What follows belongs to an exercise in optimizing a design on an open flow for small area; a production flow would make more cautious choices. In this exercise RTL edits were held to simulation tests only and were not proved equivalent to the original. Power and IR drop assume default switching activity.

==> design.v <==
module lfsr(R, clk, rst_n, seed);
input clk, rst_n, seed;
reg out;
output reg [7:0]R;
reg [4:0]clk_count;
always @ (posedge clk)
begin
	if(!rst_n)
	begin
		out <= 1'b0;
		clk_count <= 5'd0;
		R <= 8'd0;
	end
	else
	begin
	if(clk_count <= 10) 
	begin	
		out <= seed;
		clk_count <= clk_count + 1'b1;
	end
	else out <= R[7] + R[6];
	R[0]<=out;
	R[1]<=R[0];
	R[2]<=R[1];
	R[3]<=R[2];
	R[4]<=R[3];
	R[5]<=R[4];
	R[6]<=R[5];
	R[7]<=R[6];
	end
end
endmodule 
module cmp(
	input [7:0]datain,
	input [7:0]random_number,
	input random_btn,
	input clk,
	input rst_n,
	output big,
	output smal,
	output match_n,
	output [7:0]xx
);
reg [7:0] key;
reg btn_q;
always @ (posedge clk)
begin
	if(!rst_n)
	begin
		key<=8'b10101010;
		btn_q<=1'b0;
	end
	else
	begin
		btn_q<=random_btn;
		if(random_btn && !btn_q)
			key<=random_number;
	end
end
assign xx=key;
assign smal=(datain<key);
assign big=(datain>key);
assign match_n=~(datain==key);
endmodule
module time_counter(
    rst_n,
    clk,        
    min_h,      
    min_l,
    sec_h,      
    sec_l,
    display_flag
    );
    parameter   CLK_CYCLE = 20;                                        
    parameter   T0        = 40;                                 
    parameter   T0_VAL    = T0/CLK_CYCLE-1;                            
    input                   rst_n;                                     
    input                   clk;                                       
    output reg  [2:0]       min_h;                   
    output reg  [3:0]       min_l;                                     
    output reg  [2:0]       sec_h;                                    
    output reg  [3:0]       sec_l;                                     
    output                  display_flag;  
    wire 					delay_1ms;                            
    reg [15:0]  cnt;
    always@(posedge clk)
    begin
        if(rst_n == 1'b0)
            cnt <= (0);
        else if(cnt < T0_VAL)
            cnt <= cnt + 1'b1;
        else
            cnt <= (0);
    end
    assign  delay_1ms = (cnt == T0_VAL);                              
    assign  display_flag = delay_1ms;                                 
    reg         [9:0]       mse;
    always@(posedge clk)
    begin
        if(rst_n == 1'b0)
            mse <= (0);
        else
        begin
            if(delay_1ms == 1'b1)
            begin
                if(mse < 10'd999)
                    mse <= mse + 1'b1;
                else
                    mse <= (0);
            end
        end
    end
    wire    sec_l_flag = ((mse == 10'd999) && (delay_1ms == 1'b1));      
    always@(posedge clk)
    begin
        if(rst_n == 1'b0)
            sec_l <= 0;
        else
        begin
            if(sec_l_flag == 1'b1)
            begin
                if(sec_l < 4'd9)
                    sec_l <= sec_l + 1'b1;
                else
                    sec_l <= 0;
            end
        end
    end
    wire    sec_h_flag = ((sec_l == 4'd9) && (sec_l_flag == 1'b1));  
    always@(posedge clk)
    begin
        if(rst_n == 1'b0)
            sec_h <= 0;
        else
        begin
            if(sec_h_flag == 1'b1)
            begin
                if(sec_h < 3'd5)
                    sec_h <= sec_h + 1'b1;
                else
                    sec_h <= 0;
                end
        end
    end
    wire    min_l_flag = ((sec_h == 3'd5) && (sec_h_flag == 1'b1));  
    always@(posedge clk)
    begin
        if(rst_n == 1'b0)
            min_l <= 0;
        else
        begin
            if(min_l_flag == 1'b1)
            begin
                if(min_l < 4'd9)
                    min_l <= min_l + 1'b1;
                else
                    min_l <= 0;
            end
        end
    end
    wire    min_h_flag = ((min_l == 4'd9) && (min_l_flag == 1'b1)); 
    always@(posedge clk)
    begin
        if(rst_n == 1'b0)
            min_h <= 0;
        else
        begin
            if(min_h_flag == 1'b1)
            begin
                if(min_h < 3'd5)
                    min_h <= min_h + 1'b1;
                else
                    min_h <= 0;
            end
        end
    end
endmodule
module display(
    rst_n,
    clk,
    min_h,      
    min_l,
    sec_h,      
    sec_l,
    display_flag,
    seg,
    sel
    );
    input                   rst_n;                                      
    input                   clk;                                        
    input       [2:0]       min_h;                                      
    input       [3:0]       min_l;                                      
    input       [2:0]       sec_h;                                      
    input       [3:0]       sec_l;                                      
    input                   display_flag;                               
    output reg  [7:0]       seg;                                        
    output reg  [3:0]       sel;                                        
    function [7:0]  seg_data;
        input   [3:0]       din;                                        
        input               dp;                                         
        begin
            case(din)
            4'd0 : seg_data = {dp,7'b0111111};
            4'd1 : seg_data = {dp,7'b0000110};
            4'd2 : seg_data = {dp,7'b1011011};
            4'd3 : seg_data = {dp,7'b1001111};
            4'd4 : seg_data = {dp,7'b1100110};
            4'd5 : seg_data = {dp,7'b1101101};
            4'd6 : seg_data = {dp,7'b1111101};
            4'd7 : seg_data = {dp,7'b0000111};
            4'd8 : seg_data = {dp,7'b1111111};
            4'd9 : seg_data = {dp,7'b1101111};
            default: seg_data = {dp,7'b0000000};
            endcase
        end
    endfunction
	wire flag;
	assign flag=(min_l>=3'b010);	 
    reg         [1:0]       cnt;                                        
    always @(posedge clk)
    begin
        if(rst_n == 1'b0)
            cnt <= (0);
        else if(display_flag == 1'b1)
            cnt <= cnt + 1'b1;
        else
            cnt <= cnt;
    end
    always @(posedge clk)
    begin
        if(rst_n == 1'b0)
        begin
            seg <= (0);
            sel <= (0);
        end
		else if(flag==1'b1)  
			begin
				case(cnt)
					2'b00 :                                                     
					begin
						seg <= {1'b1,7'b0111001};
						sel <= 4'b0111;
					end
					2'b01 :                                                     
					begin
						seg <= {1'b1,7'b1011000};
						sel <= 4'b1011;
					end
					2'b10 :                                                     
					begin
						seg <= {1'b1,7'b0111110};
						sel <= 4'b1101;
					end
					2'b11 :                                                     
					begin
						seg <= {1'b1,7'b1110001};
						sel <= 4'b1110;
					end
				endcase
			end
        else
        begin
            case(cnt)
            2'b00 :                                                     
            begin
                seg <= seg_data(sec_l,1'b1);
                sel <= 4'b0111;
            end
            2'b01 :                                                     
            begin
                seg <= seg_data({1'b0,sec_h},1'b0);
                sel <= 4'b1011;
            end
            2'b10 :                                                     
            begin
                seg <= seg_data(min_l,1'b1);
                sel <= 4'b1101;
            end
            2'b11 :                                                     
            begin
                seg <= seg_data({1'b0,min_h},1'b0);
                sel <= 4'b1110;
            end
            endcase
        end
    end
endmodule
module timera(
	clk,
	rst_n,
	seg,
	sel
);
	input clk;
	input rst_n;
	output [7:0]seg;
	output [3:0]sel;
	wire  [2:0]       min_h;
	wire  [3:0]       min_l;
	wire  [2:0]       sec_h;
	wire  [3:0]       sec_l;
	wire              display_flag;
	time_counter t(
		.clk(clk),
		.rst_n(rst_n),
		.min_h(min_h),
		.min_l(min_l),
		.sec_h(sec_h),
		.sec_l(sec_l),
		.display_flag(display_flag)
	);
	display d(
		.rst_n(rst_n),
		.clk(clk),
		.min_h(min_h),      
		.min_l(min_l),
		.sec_h(sec_h),      
		.sec_l(sec_l),
		.display_flag(display_flag),
		.seg(seg),
		.sel(sel)
	);
endmodule 
module Led_Top
(
	input clk,rst_n,
	output[3:0] ledOut
);
	wire[3:0] isStart;
	wire[55:0] SetMSTimes;
	wire[3:0] isDone;
	Led_Control Led_Control 
	(
		.clk(clk),
		.rst_n(rst_n),
		.isDone(isDone),
		.isStart(isStart),
		.SetMSTimes(SetMSTimes)
	);
	genvar gi;
	generate
		for(gi=0;gi<4;gi=gi+1) begin : g_drv
			Led_Driver Led_Driver
			(
				.clk(clk),
				.rst_n(rst_n),
				.StartSig(isStart[gi]),
				.setMSTimes(SetMSTimes),
				.DoneSig(isDone[gi]),
				.ledOut(ledOut[gi])
			);
		end
	endgenerate
endmodule
module Led_Control
(
	input clk,rst_n,
	input[3:0] isDone,
	output[3:0] isStart,
	output[55:0] SetMSTimes
);
	reg[3:0] i,j,k;
	reg[3:0] regStart;
	reg[13:0] regSetMSTimes[3:0];
	always@(posedge clk)
		if(!rst_n)    
			begin 
				i<=4'd0;
				j<=4'd0;
				k<=4'd0;
				regStart<=4'b0000;
				regSetMSTimes[0]<=14'd0;
				regSetMSTimes[1]<=14'd0;
				regSetMSTimes[2]<=14'd0;
				regSetMSTimes[3]<=14'd0;
			end
		else
			case(i)
				0:SerialLight(14'd500,14'd500,14'd500,14'd500);
				1:PipeLineLight(14'd500,14'd500,14'd500,14'd500);
				2:ParallelPipeLineLight(14'd500,14'd500,14'd500,14'd500);
				3:i<=4'd0;     
			endcase
	assign isStart=regStart;
	assign SetMSTimes={regSetMSTimes[3],regSetMSTimes[2],regSetMSTimes[1],regSetMSTimes[0]};
	task SerialLight
	(
		input[13:0] serialSetMSTimes0,serialSetMSTimes1,
						serialSetMSTimes2,serialSetMSTimes3
	);
		case(j)
				0:
					begin
						regSetMSTimes[0]<=serialSetMSTimes0;
						regSetMSTimes[1]<=serialSetMSTimes1;
						regSetMSTimes[2]<=serialSetMSTimes2;
						regSetMSTimes[3]<=serialSetMSTimes3;
						regStart[0]<=1'b1;
						j<=j+1'b1;
					end
				1:
					if(isDone[0])
						begin
							regStart[0]<=1'b0;
							regStart[1]<=regStart[0];
							j<=j+1'b1;
						end
				2:
					if(isDone[1])
						begin
							regStart[1]<=1'b0;
							regStart[2]<=regStart[1];
							j<=j+1'b1;
						end
				3:
					if(isDone[2])
						begin
							regStart[2]<=1'b0;
							regStart[3]<=regStart[2];
							j<=j+1'b1;
						end
				4:
					if(isDone[3])
						begin
							regStart[3]<=1'b0;
							k<=k+1'b1;
							if(k==4'd3)
								begin
									k<=4'd0;
									j<=j+1'b1;
								end
							else
								begin
									regStart[0]<=regStart[3];
									j<=4'd1;   
								end				
						end
				5:
					begin
						j<=4'd0;
						i<=i+1'b1;
					end
			endcase
	endtask
	task PipeLineLight
	(
		input[13:0] PipeLineSetMSTimes0,PipeLineSetMSTimes1,
						PipeLineSetMSTimes2,PipeLineSetMSTimes3
	);
		case(j)
				0:
					begin
						regSetMSTimes[0]<=PipeLineSetMSTimes0;
						regSetMSTimes[1]<=PipeLineSetMSTimes1;
						regSetMSTimes[2]<=PipeLineSetMSTimes2;
						regSetMSTimes[3]<=PipeLineSetMSTimes3;
						regStart[0]<=1'b1;
						j<=j+1'b1;
					end
				1:
					if(isDone[0])
						begin
							regStart[0]<=1'b1;
							regStart[1]<=regStart[0];
							regStart[2]<=regStart[1];
							regStart[3]<=regStart[2];
							k<=k+1'b1;
							if(k==4'd2)
								begin
									k<=4'd0;
									j<=j+1'b1;
								end
							else
								j<=j;
						end
				2:
					if(isDone[3])
						begin
							regStart[0]<=1'b0;
							regStart[1]<=regStart[0];
							regStart[2]<=regStart[1];
							regStart[3]<=regStart[2];
							k<=k+1'b1;
							if(k==4'd3)
								begin
									k<=4'd0;
									j<=j+1'b1;
								end
							else
								j<=j;
						end
				3:
					begin
						j<=4'd0;
						i<=i+1'b1;
					end
			endcase
	endtask
	task ParallelPipeLineLight
	(
		input[13:0] PipeLineSetMSTimes0,PipeLineSetMSTimes1,
						PipeLineSetMSTimes2,PipeLineSetMSTimes3
	);
		case(j)
				0:
					begin
						regSetMSTimes[0]<=PipeLineSetMSTimes0;
						regSetMSTimes[1]<=PipeLineSetMSTimes1;
						regSetMSTimes[2]<=PipeLineSetMSTimes2;
						regSetMSTimes[3]<=PipeLineSetMSTimes3;
						regStart[0]<=1'b1;
						regStart[2]<=1'b1;
						j<=j+1'b1;
					end
				1:
					if(isDone[0])
						begin
							regStart[0]<=1'b1;
							regStart[1]<=regStart[0];
							regStart[2]<=1'b1;
							regStart[3]<=regStart[2];
							k<=k+1'b1;
							if(k==4'd0)
								begin
									k<=4'd0;
									j<=j+1'b1;
								end
							else
								j<=j;
						end
				2:
					if(isDone[1])
						begin
							regStart[0]<=1'b0;
							regStart[1]<=regStart[0];
							regStart[2]<=1'b0;
							regStart[3]<=regStart[2];
							k<=k+1'b1;
							if(k==4'd1)
								begin
									k<=4'd0;
									j<=j+1'b1;
								end
							else
								j<=j;
						end
				3:
					begin
						j<=4'd0;
						i<=i+1'b1;
					end
			endcase
	endtask
endmodule
module Led_Driver
(
	input clk,rst_n,
	input StartSig,
	input[55:0] setMSTimes,
	output DoneSig,
	output ledOut
);
	wire[13:0] halrSetMSTimes;
	wire timerOut;
	Led_Driver_Control Led_Driver_Control
	(
		.clk(clk),
		.rst_n(rst_n),
		.StartSig(StartSig),
		.setMSTimes(setMSTimes),
		.timerOut(timerOut),
		.DoneSig(DoneSig),
		.halrSetMSTimes(halrSetMSTimes)
	);
	Timer Timer							   
	(										   
		.clk(clk),						   
		.rst_n(rst_n),					   
		.StartSig(StartSig),
		.setMSTimes(halrSetMSTimes),  
		.timerOut(timerOut)
	);
	Led_Interface Led_Interface
	(
		.clk(clk),
		.rst_n(rst_n),
		.StartSig(StartSig),
		.timerIn(timerOut),
		.ledOut(ledOut)
	);
endmodule
module Led_Driver_Control
(
	input clk,rst_n,
	input StartSig,
	input[13:0] setMSTimes,
	input timerOut,
	output DoneSig,
	output[13:0] halrSetMSTimes
);
	reg countTimerOut;
	always@(posedge clk)   
		if(!rst_n)
			countTimerOut<=1'b0;
		else if(StartSig)
			begin
				if(timerOut && (countTimerOut==1'b1) )
					countTimerOut<=1'b0;
				else if(timerOut)
					countTimerOut<=countTimerOut+1'b1;
			end
		else
			countTimerOut<=1'b0;
	assign DoneSig=(StartSig && timerOut && (countTimerOut==1'b1) )?1'b1:1'b0;	
	assign halrSetMSTimes=setMSTimes>>1;
endmodule
module Timer
(
	input clk,rst_n,
	input[13:0] setMSTimes,
	input StartSig,
	output timerOut
);
	wire MSOut;
	MSTimer MSTimer
	(
		.clk(clk),
		.rst_n(rst_n),
		.StartSig(StartSig),
		.MSOut(MSOut)
	);
	NMSTimer NMSTimer
	(
		.clk(clk),
		.rst_n(rst_n),
		.setMSTimes(setMSTimes),
		.StartSig(StartSig),
		.MSIn(MSOut),
		.NMSOut(timerOut)
	);
endmodule
module MSTimer
(
	input clk,rst_n,
	input StartSig,
	output MSOut
);
	reg[15:0] countMS;
	always@(posedge clk)
		if(!rst_n)
			countMS<=16'd0;
		else if(StartSig)
			begin
				if(countMS == 16'd1)
					countMS<=16'd0;
				else
					countMS<=countMS+1'b1;
			end
		else
			countMS<=16'd0;
	assign MSOut=(StartSig && (countMS == 16'd1) )?1'b1:1'b0;
endmodule
module NMSTimer
(
	input clk,rst_n,
	input MSIn,
	input StartSig,
	input[13:0] setMSTimes,
	output NMSOut
);
	reg[13:0] countNMS;   	
	always@(posedge clk) 
		if(!rst_n)
			countNMS<=14'd0;
		else if(StartSig)
			begin
				if(MSIn && (countNMS==(setMSTimes-1'd1) ) )   
					countNMS<=14'd0;								 	 
				else if(MSIn)
					countNMS<=countNMS+1'b1;
			end
		else
			countNMS<=14'd0;
	assign NMSOut=(StartSig && MSIn && (countNMS==(setMSTimes-1'd1) ) )?1'b1:1'b0;
endmodule
module Led_Interface
(
	input clk,rst_n,
	input StartSig,
	input timerIn,
	output ledOut
);
	reg regLedOut;
	always@(posedge clk)
		if(!rst_n)
			regLedOut<=1'b0;
		else if(StartSig)
			begin
				if(timerIn)
					regLedOut<=~regLedOut;
			end
		else
			regLedOut<=1'b0;
	assign ledOut=regLedOut;
endmodule 
module final_top(
	input clk,
	input rst_n,
	input [7:0] datain,
	input random_btn,
	output big,
	output smal,
	output [7:0] seg,
	output [3:0] sel,
	output [3:0] led_out,
	output [7:0]key
);
wire match_n;
wire timer_rst_n;
wire led_rst_n;
wire [7:0]random_number;
wire [7:0] xx;
assign key=xx;
lfsr r(
	.R(random_number),
	.clk(clk),
	.rst_n(rst_n),
	.seed(1'b1)
);
cmp c(
	.datain(datain),
	.big(big),
	.smal(smal),
	.rst_n(rst_n),
	.match_n(match_n),
	.random_number(random_number),
	.random_btn(random_btn),
	.clk(clk),
	.xx(xx)
);
assign timer_rst_n = rst_n & match_n;
assign led_rst_n = rst_n & ~match_n;
timera t(
	.rst_n(timer_rst_n),
	.clk(clk),
	.seg(seg),
	.sel(sel)
);
Led_Top l(clk,led_rst_n,led_out);
endmodule
==> run.sh <==
#!/bin/bash
# synth_recipe.tcl (not shown) runs the flow's synth.tcl, then flattens the netlist and writes it again
# the make line also repeats each setting of config.mk as NAME=value (left out here)
make -C /OpenROAD-flow-scripts/flow DESIGN_CONFIG=/design/flow/config.mk WORK_HOME=/design/flow/orfs CLKGATE_MAP_FILE= SYNTH_SCRIPT=/design/flow/synth_recipe.tcl finish
==> config.mk <==
export PLATFORM = sky130hd
export DESIGN_NAME = final_top
export DESIGN_NICKNAME = final_top
export VERILOG_FILES = /design/flow/design.v
export SDC_FILE = /design/flow/constraint.sdc
export NUM_CORES = 4
export LEC_CHECK = 0
export CAP_MARGIN = 20
export CORE_MARGIN = 2
export CORE_UTILIZATION = 40
export SLEW_MARGIN = 20
==> constraint.sdc <==
create_clock -name core_clock -period 10.0 [get_ports {clk}]
set_input_delay 2.0000 -clock core_clock [delete_from_list [all_inputs] [get_ports {clk}]]
set_output_delay 2.0000 -clock core_clock [all_outputs]
set_load 0.01 [all_outputs]
==> reports/results.ini, run 1 <==
[run_status]
run_status = finished clean

[drt]
drc = 0
ant_nets = 0
num_vias = 9343
drt_iter0_drc = 552
first_pass_iters = 5
wl_per_cell_um = 13.0
wl_mm = 23.7
vias_per_cell = 5.10

[sta]
relSlewSlack_pct = 35.1
timing.fmax_mhz = 158
min_period_ns = 6.33
finalSetupViolCount = 0
final_hold_viol_count = 0
setup_tns_ns = 0
skew_ns = 0.0220
slew_viol_final = 0
layout_worst_path_cycle_share_pct = 63.3
rsz0062_at_grt = false
worstMarginPinSlew_ns = 0.964

[pwr]
peakVddDrop_v = 0.000110
p_leak_nw = 5.06
p_per_area_nw_per_um2 = 155

[final_layout]
nFillCells = 2937
n_antenna_cell = 0
syn2layout_area_growth_pct = 14.9
layout.nets = 1507
final_layout_size_suffix_gt1_share_pct = 5.68
layoutNonFillerInstCount = 1833
multiInputGateArea_um2 = 6620
fin_area_um2 = 13800
regArea_um2 = 5000

[place]
gp_congestion = 0.821
hpwl_mm = 16.6
place_area_um2 = 12700
dp.cells = 1777
port_buffers = 36

[die]
fp.dieW_um = 177
rows = 63
io_pins = 37
core_um2 = 29600
die_area_um2 = 31300
fp.dieH_um = 177
start_util_pct = 40.5

[synthesis]
synth_edf_count = 0
avgSynthCellArea_um2 = 8.72
syn_inst = 1373
yosysSeqAreaShare_pct = 41.8
synthesis.area_um2 = 12000
ys_types = 76
synth_top_area_share_pct = 41.8
synth_area_leaders = dfxtp_1, ha_1, nor2_1
synth_top_cells_by_count = dfxtp_1, nor2_1, nand2_1
synth_ff_type = dfxtp_1
ys_async_sr_fraction_pct = 0
yosysMostFrequentCell = dfxtp_1
ys_warn_count = 11
synth_top_cell_by_area = dfxtp_1
ys_ff_latch = 250

[min_path]
min_path_type = flop to flop
min_from = r.out$_SDFF_PN0_
min_to = r.R[0]$_SDFF_PN0_
min_path_cells = 1

[setup_path]
cp-start-kind = input port
ff2ff_setup_slack_ns = 6.72
r2r_end = l.Led_Control.k[2]$_SDFFE_PN0P_
cp_max_fo = 2
crit_type = input port to output pin
r2r_cells = 7
endpoint_kind = output pin
cp.required_ns = 8.00
timing.rr.start = l.Led_Control.regSetMSTimes[0][2]$_SDFFE_PN0P_
worst_ep_arrival_time_ns = 4.33

[global_route]
antenna_found_initial = 0
grt_overflow_total = 0
grt_max_degree = 26
grt_pass1_wl_mm = 40.8
grt_pass1_vias = 8794
track_usage_pct = 15.3

[clock_network]
cts.hold.buffers_added = 0
insertion_delay_ns = 0.56
tritoncts = done
numCtsBuffers = 30
cts_resized = 0
post_cts_buffers = 0
clock-sinks = 250
clkTransAtPathRegs_ns = 0.05
clock_path_buffers = 3
htree_levels = 1
root_buffer = clkbuf_16

[job]
maxCapViolations = 0

## cell families after synthesis
family,after synthesis,share of synthesized area [%]
and+or+nand+nor,607,25.2
xor gates and xnor gates,121,8.85
other,1,0.0313
DFF,250,41.8
adders and majority gates,77,8.05
buffers and inverters,105,3.50
AOI/OAI and AO/OA,192,10.8
muxes,20,1.71
## cell type report
| class | instances | share of cell area (%) |
|---|---|---|
| Sequential cell | 250 | 36.4 |
| Tap cell | 390 | 3.55 |
| Inverter | 68 | 1.86 |
| Clock buffer | 47 | 6.51 |
| Timing Repair Buffer | 39 | 2.78 |
| Multi-Input combinational cell | 1030 | 48.1 |
| Clock inverter | 9 | 0.764 |
## where the power goes
part           internal (mW)  switching [mW]
registers               1.01         0.00363
logic                 0.0202          0.0204
clock network          0.665           0.422
total                   1.69           0.446
## worst max path at each step
stage                   start   to  slack [ns]
floorplan           datain[1]  big        4.69
finish              datain[1]  big        3.67
global route        datain[1]  big        3.50
detailed placement  datain[1]  big        3.66
CTS                 datain[1]  big        3.64
global placement    datain[1]  big        3.68
## worst max-delay path: stages
cell	delay, ns
clkdlybuf4s50_1	0.45
ha_1	0.33
nor2b_1	0.14
o21a_1	0.17
o21a_1	0.17
o21a_1	0.16
o21ai_0	0.14
a21oi_1	0.10
o21ba_2	0.21
clkdlybuf4s50_1	0.47
## cell usage in the layout, fill, tap and decap left out, types with 9 or more instances in the layout
master	netlist	routed
dfxtp_1	250	250
nor2_1	206	206
nand2_1	119	119
ha_1	77	77
xor2_1	68	68
inv_1	67	67
nand3_1	56	56
xnor2_1	53	53
a21oi_1	45	45
o21ai_0	45	45
clkdlybuf4s50_1	0	36
nand4_1	35	35
clkbuf_16	0	31
nor3_1	27	26
and3_1	26	26
and2_1	21	21
or3_1	21	21
nor4_1	18	18
mux2i_1	16	16
conb_1	1	13
and4_1	11	11
nor4b_1	11	11
clkbuf_1	27	10
o211ai_1	9	9
a31oi_1	9	9
a211oi_1	9	9
## per-layer routing
metal	vias to the layer above	track usage [%]	share of wire, %	routed length (µm)
li1	4867	-	-	-
met1	4308	19.7	48	11300
met2	124	26.0	46	10900
met3	44	2.71	3.9	919
met4	0	4.75	2.6	625
met5	-	0	0	0
## through the flow
| stage | util, % | hold WS [ns] | setup slack (ns) | power, mW |
|---|---|---|---|---|
| after floorplan | - | 0.412 | 4.69 | 1.05 |
| after global placement | 43.1 | 0.423 | 3.68 | 1.07 |
| after detailed placement | 43.1 | 0.428 | 3.66 | 1.07 |
| after CTS | 46.5 | 0.444 | 3.64 | 2.17 |
| after global routing | 46.5 | 0.465 | 3.50 | 2.21 |
| final | 46.5 | 0.439 | 3.67 | 2.14 |
==> run 2: changes to the inputs <==
==> design.v (replaced) <==
module final_top(
	input clk,
	input rst_n,
	input [7:0] datain,
	input random_btn,
	output big,
	output smal,
	output [7:0] seg,
	output [3:0] sel,
	output [3:0] led_out,
	output [7:0] key
);
reg [7:0] R;
reg       out;
reg       npre;
reg       e8;
always @(posedge clk)
	if (!rst_n) begin
		R <= 8'd0; out <= 1'b0; npre <= 1'b0; e8 <= 1'b0;
	end else begin
		R <= {R[6:0], out};
		out <= ~npre | (R[7] ^ R[6]);
		npre <= npre | e8;
		e8 <= R[7];
	end
reg [7:0] k;
reg       bq;
always @(posedge clk)
	if (!rst_n) begin
		k <= 8'hAA; bq <= 1'b0;
	end else begin
		bq <= random_btn;
		if (random_btn & ~bq) k <= R;
	end
assign key  = k;
assign big  = datain > k;
assign smal = datain < k;
wire match = (datain == k);
reg       rf;
reg       tc;
reg [1:0] dc;
reg [7:0] mh;
reg [3:0] sl;
reg [2:0] sh;
reg [3:0] ml;
reg [2:0] mt;
always @(posedge clk) rf <= ~rst_n | match;
wire t_ms  = tc & (dc == 2'd3);
wire c_sl  = t_ms & (mh == 8'd249);
wire c_sh  = c_sl & (sl == 4'd9);
wire c_ml  = c_sh & (sh == 3'd5);
wire c_mt  = c_ml & (ml == 4'd9);
always @(posedge clk)
	if (rf) begin
		tc <= 1'b0; dc <= 2'd0; mh <= 8'd0;
		sl <= 4'd0; sh <= 3'd0; ml <= 4'd0; mt <= 3'd0;
	end else begin
		tc <= ~tc;
		if (tc) dc <= dc + 2'd1;
		if (t_ms) mh <= (mh == 8'd249) ? 8'd0 : mh + 8'd1;
		if (c_sl) sl <= (sl == 4'd9) ? 4'd0 : sl + 4'd1;
		if (c_sh) sh <= (sh == 3'd5) ? 3'd0 : sh + 3'd1;
		if (c_ml) ml <= (ml == 4'd9) ? 4'd0 : ml + 4'd1;
		if (c_mt) mt <= (mt == 3'd5) ? 3'd0 : mt + 3'd1;
	end
reg [3:0] dig;
always @*
	case (dc)
		2'd0: dig = sl;
		2'd1: dig = {1'b0, sh};
		2'd2: dig = ml;
		default: dig = {1'b0, mt};
	endcase
wire w = dig[3], x = dig[2], y = dig[1], z = dig[0];
wire [6:0] s7;
assign s7[0] = w | y | (x & z) | (~x & ~z);
assign s7[1] = ~x | (~y & ~z) | (y & z);
assign s7[2] = x | ~y | z;
assign s7[3] = w | (~x & ~z) | (y & ~z) | (~x & y) | (x & ~y & z);
assign s7[4] = (~x & ~z) | (y & ~z);
assign s7[5] = w | (~y & ~z) | (x & ~y) | (x & ~z);
assign s7[6] = w | (x & ~y) | (~x & y) | (y & ~z);
wire bomb = ml[3] | ml[2] | ml[1];
wire [6:0] bp;
assign bp[0] = ~dc[1] ^ dc[0];
assign bp[1] = dc[1] & ~dc[0];
assign bp[2] = dc[1] & ~dc[0];
assign bp[3] = ~(dc[1] & dc[0]);
assign bp[4] = 1'b1;
assign bp[5] = ~(dc[0] & ~dc[1]);
assign bp[6] = dc[0];
wire [7:0] seg_d = bomb ? {1'b1, bp} : {~dc[0], s7};
wire [3:0] sel_d = {~(dc == 2'd3), ~(dc == 2'd2), ~(dc == 2'd1), ~(dc == 2'd0)};
assign seg = rf ? 8'd0 : seg_d;
assign sel = rf ? 4'd0 : {sel_d[0], sel_d[1], sel_d[2], sel_d[3]};
reg [4:0] s;
reg       half;
reg [8:0] sub;
wire lrun = rst_n & match;
wire sub_end = (sub == 9'd499);
always @(posedge clk)
	if (!lrun) begin
		s <= 5'd0; half <= 1'b0; sub <= 9'd511;
	end else if (sub_end) begin
		half <= ~half;
		if (half) begin
			s <= (s == 5'd25) ? 5'd0 : s + 5'd1;
			sub <= (s == 5'd15 || s == 5'd22) ? 9'd510 : (s == 5'd25) ? 9'd509 : 9'd0;
		end else
			sub <= 9'd0;
	end else
		sub <= sub + 9'd1;
reg [3:0] sv;
always @* begin
	case (s)
		5'd16: sv = 4'b0001;
		5'd17: sv = 4'b0011;
		5'd18: sv = 4'b0111;
		5'd19: sv = 4'b1111;
		5'd20: sv = 4'b1110;
		5'd21: sv = 4'b1100;
		5'd22: sv = 4'b1000;
		5'd23: sv = 4'b0101;
		5'd24: sv = 4'b1111;
		5'd25: sv = 4'b1010;
		default: sv = 4'b0001 << s[1:0];
	endcase
end
assign led_out = sv & {4{half}};
endmodule
==> run 2 against run 1 <==
Net effect: still clean on timing, DRC and antenna; clock-buffer cell count down 34; non-clock buffer count down 2; cell area down 72%; first-iteration DRC count down 83%; critical path type unchanged; critical endpoint is now smal; largest power group is now registers.
==> reports/results.ini, run 2 <==
[sta]
worstMarginPinSlew_ns = 0.816
setup_tns_ns = 0
rsz0062_at_grt = false
layout_worst_path_cycle_share_pct = 59.7
final_hold_viol_count = 0
timing.fmax_mhz = 167
min_period_ns = 5.97
finalSetupViolCount = 0
hold_slack_ns = 0.429
relSlewSlack_pct = 45.5
skew_ns = 0.00831
slew_viol_final = 0

[synthesis]
synth_top_cells_by_count = dfxtp_1, nor2_1, nand2_1
synth_top_area_share_pct = 37.8
synthesis.area_um2 = 3230
yosysMostFrequentCell = dfxtp_1
ys_async_sr_fraction_pct = 0
synth_edf_count = 0
ys_warn_count = 1
synth_area_leaders = dfxtp_1, ha_1, nor2_1
ys_types = 52
ys_ff_latch = 61
syn_inst = 380
avgSynthCellArea_um2 = 8.49
synth_ff_type = dfxtp_1
synth_top_cell_by_area = dfxtp_1
yosysSeqAreaShare_pct = 37.8

[setup_path]
cp_cell_sequence = clkdlybuf4s50_1 > ha_1 > a21o_1 > a21o_1 > a21oi_1 > o21a_1 > clkdlybuf4s50_1
cpMaxStageDelayCell = clkdlybuf4s50_1
timing.rr.start = dc[0]$_SDFFE_PP0P_
cp_top_family = buffers and inverters
r2r_end = mt[1]$_SDFFE_PP0P_
crit_type = input port to output pin
critPathBufInv = 2
cp_max_fo = 2
r2r_cells = 6
critical-path-max-stage-delay_ns = 0.53
endpoint_kind = output pin
worst_ep_arrival_time_ns = 3.97
cp.required_ns = 8.00
ff2ff_setup_slack_ns = 7.51
cp-start-kind = input port

[pwr]
p_per_area_nw_per_um2 = 141
p_leak_nw = 1.44
peakVddDrop_v = 0.0000806

[drt]
wl_per_cell_um = 12.3
drt_iter0_drc = 95
drc = 0
wl_mm = 6.37
num_vias = 2709
first_pass_iters = 4
vias_per_cell = 5.22
ant_nets = 0

[die]
die_area_um2 = 8800
start_util_pct = 41.5
fp.dieW_um = 93.8
rows = 32
io_pins = 37
fp.dieH_um = 93.8
core_um2 = 7770

[final_layout]
layout_commonest_cell = dfxtp_1
final_layout_size_suffix_gt1_share_pct = 5.28
n_antenna_cell = 0
largest_reg_flops = 9
syn2layout_area_growth_pct = 20.4
final_cell_mix = dfxtp_1, clkdlybuf4s50_1, nor2_1
layout.nets = 442
top_register = sub

[run_status]
run_status = finished clean

[job]
maxCapViolations = 0

[clock_network]
clock_path_buffers = 2
numCtsBuffers = 9
tritoncts = done
htree_levels = 3
post_cts_buffers = 0
root_buffer = clkbuf_8
clock-sinks = 61
insertion_delay_ns = 0.33
clkTransAtPathRegs_ns = 0.07
cts.hold.buffers_added = 0
cts_resized = 0

[global_route]
grt_max_degree = 30
antenna_found_initial = 0
grt_pass1_vias = 2591
grt_overflow_total = 0
track_usage_pct = 16.0
grt_pass1_wl_mm = 11.3

[min_path]
min_path_type = flop to flop
min_from = e8$_SDFF_PN0_
min_path_cells = 1
min_to = npre$_SDFF_PN0_

[place]
hpwl_mm = 4.54
port_buffers = 36
gp_congestion = 0.804

## run 2: cell count changes in the layout (fill, tap and decap cells not counted), moves of 40 or more
cell / delta
nand3_1: -40
nand2_1: -91
dfxtp_1: -189
nor2_1: -171
xnor2_1: -42
inv_1: -45
xor2_1: -57
ha_1: -58
## run 2: power breakdown
part / switching (mW) / total [mW] / internal, mW / leakage (nW)
registers: 0.00397 / 0.251 / 0.247 / 0.495
logic: 0.0241 / 0.0501 / 0.0260 / 0.836
clock network: 0.0923 / 0.247 / 0.154 / 0.110
## run 2: kinds of logic (layout without fill, tap and decap cells)
group | count (synthesis) | in the layout | synth area share [%]
and+or+nand+nor | 147 | 147 | 24.7
AOI/OAI and AO/OA | 85 | 85 | 17.1
DFF | 61 | 61 | 37.8
buffers and inverters | 38 | 75 | 4.54
xor gates and xnor gates | 22 | 22 | 5.97
adders and majority gates | 20 | 20 | 7.68
muxes | 7 | 7 | 2.21
## run 2: how the worst max path moves through the flow
stage	depth (start not counted)	startpoint	slack [ns]	end
after floorplan	5	datain[5]	5.04	smal
after global placement	7	datain[5]	4.00	smal
after detailed placement	7	datain[5]	4.03	smal
after CTS	7	datain[5]	4.02	smal
after global routing	7	datain[5]	3.98	smal
final	7	datain[5]	4.03	smal
## run 2: final cells by class
| type | instances | area (µm²) |
|---|---|---|
| multi-input cells | 281 | 1860 |
| repair buffers | 37 | 368 |
| flip-flops and latches | 61 | 1220 |
| clock inverters | 3 | 67.6 |
| inverters | 22 | 82.6 |
| well taps | 102 | 128 |
| fillers | 770 | 3880 |
| clock buffers | 13 | 159 |
## run 2: through the flow
stage / power [mW] / cells / setup slack [ns] / instance area (µm²) / util (%)
after CTS: 0.557 / 519 / 4.02 / 3880 / 50.0
final: 0.548 / 519 / 4.03 / 3880 / 50.0
after global routing: 0.572 / 519 / 3.98 / 3880 / 50.0
after detailed placement: 0.307 / 503 / 4.03 / 3660 / 47.1
after floorplan: 0.284 / 380 / 5.04 / 3230 / -
after global placement: 0.307 / 503 / 4.00 / 3660 / 47.1
## run 2: per-layer routing
layer / track usage, % / vias to the layer above / part of all wire [%]
met1: 20.3 / 1257 / 49
met3: 4.65 / 7 / 3.7
met5: 0 / - / 0
met2: 26.3 / 38 / 46
met4: 4.35 / 0 / 1.1
li1: - / 1407 / -
## run 2: worst register-to-register path, delay by kind of cell, from the launching register on
kind | cells | cell delay, ns
adder cells (fa/ha/maj) | 1 | 0.38
flip-flops | 1 | 0.41
multiplexers | 1 | 0.22
AND/OR/NAND/NOR | 4 | 1.36

==> separate check: timing with driven ports <==
How much do the figures lean on ideal ports? The routed layouts below were timed once more, with nothing changed but the port constraints. Step 1 sets driving cells, clkbuf_16 on the clock port and buf_2 on the other inputs (assumed; they add their load-dependent delay and slew). Step 2 moves the port delays by t, midway between the first and last clock arrival at a register: inputs arrive t later, outputs are due t later. That takes back most of the time a late clock gives input paths. Three values: no drivers, after step 1, after step 2; two values: the first two.
| run | t (ns) | setup WS [ns] | worst hold slack (ns) | worst slew at a driven data input, ns |
|---|---|---|---|---|
| run 1 | 0.599 | 3.666 / 3.628 / 3.628 | 0.439 / 0.439 / 0.439 | 0.10 |
| run 2 | 0.356 | 4.030 / 3.999 / 3.999 | 0.429 / 0.429 / 0.429 | 0.04 |
After both steps every run listed still meets setup and hold. The setup slack of run 1, which loses most, moves by -0.038 ns with the drivers and by -0.038 ns with both steps.
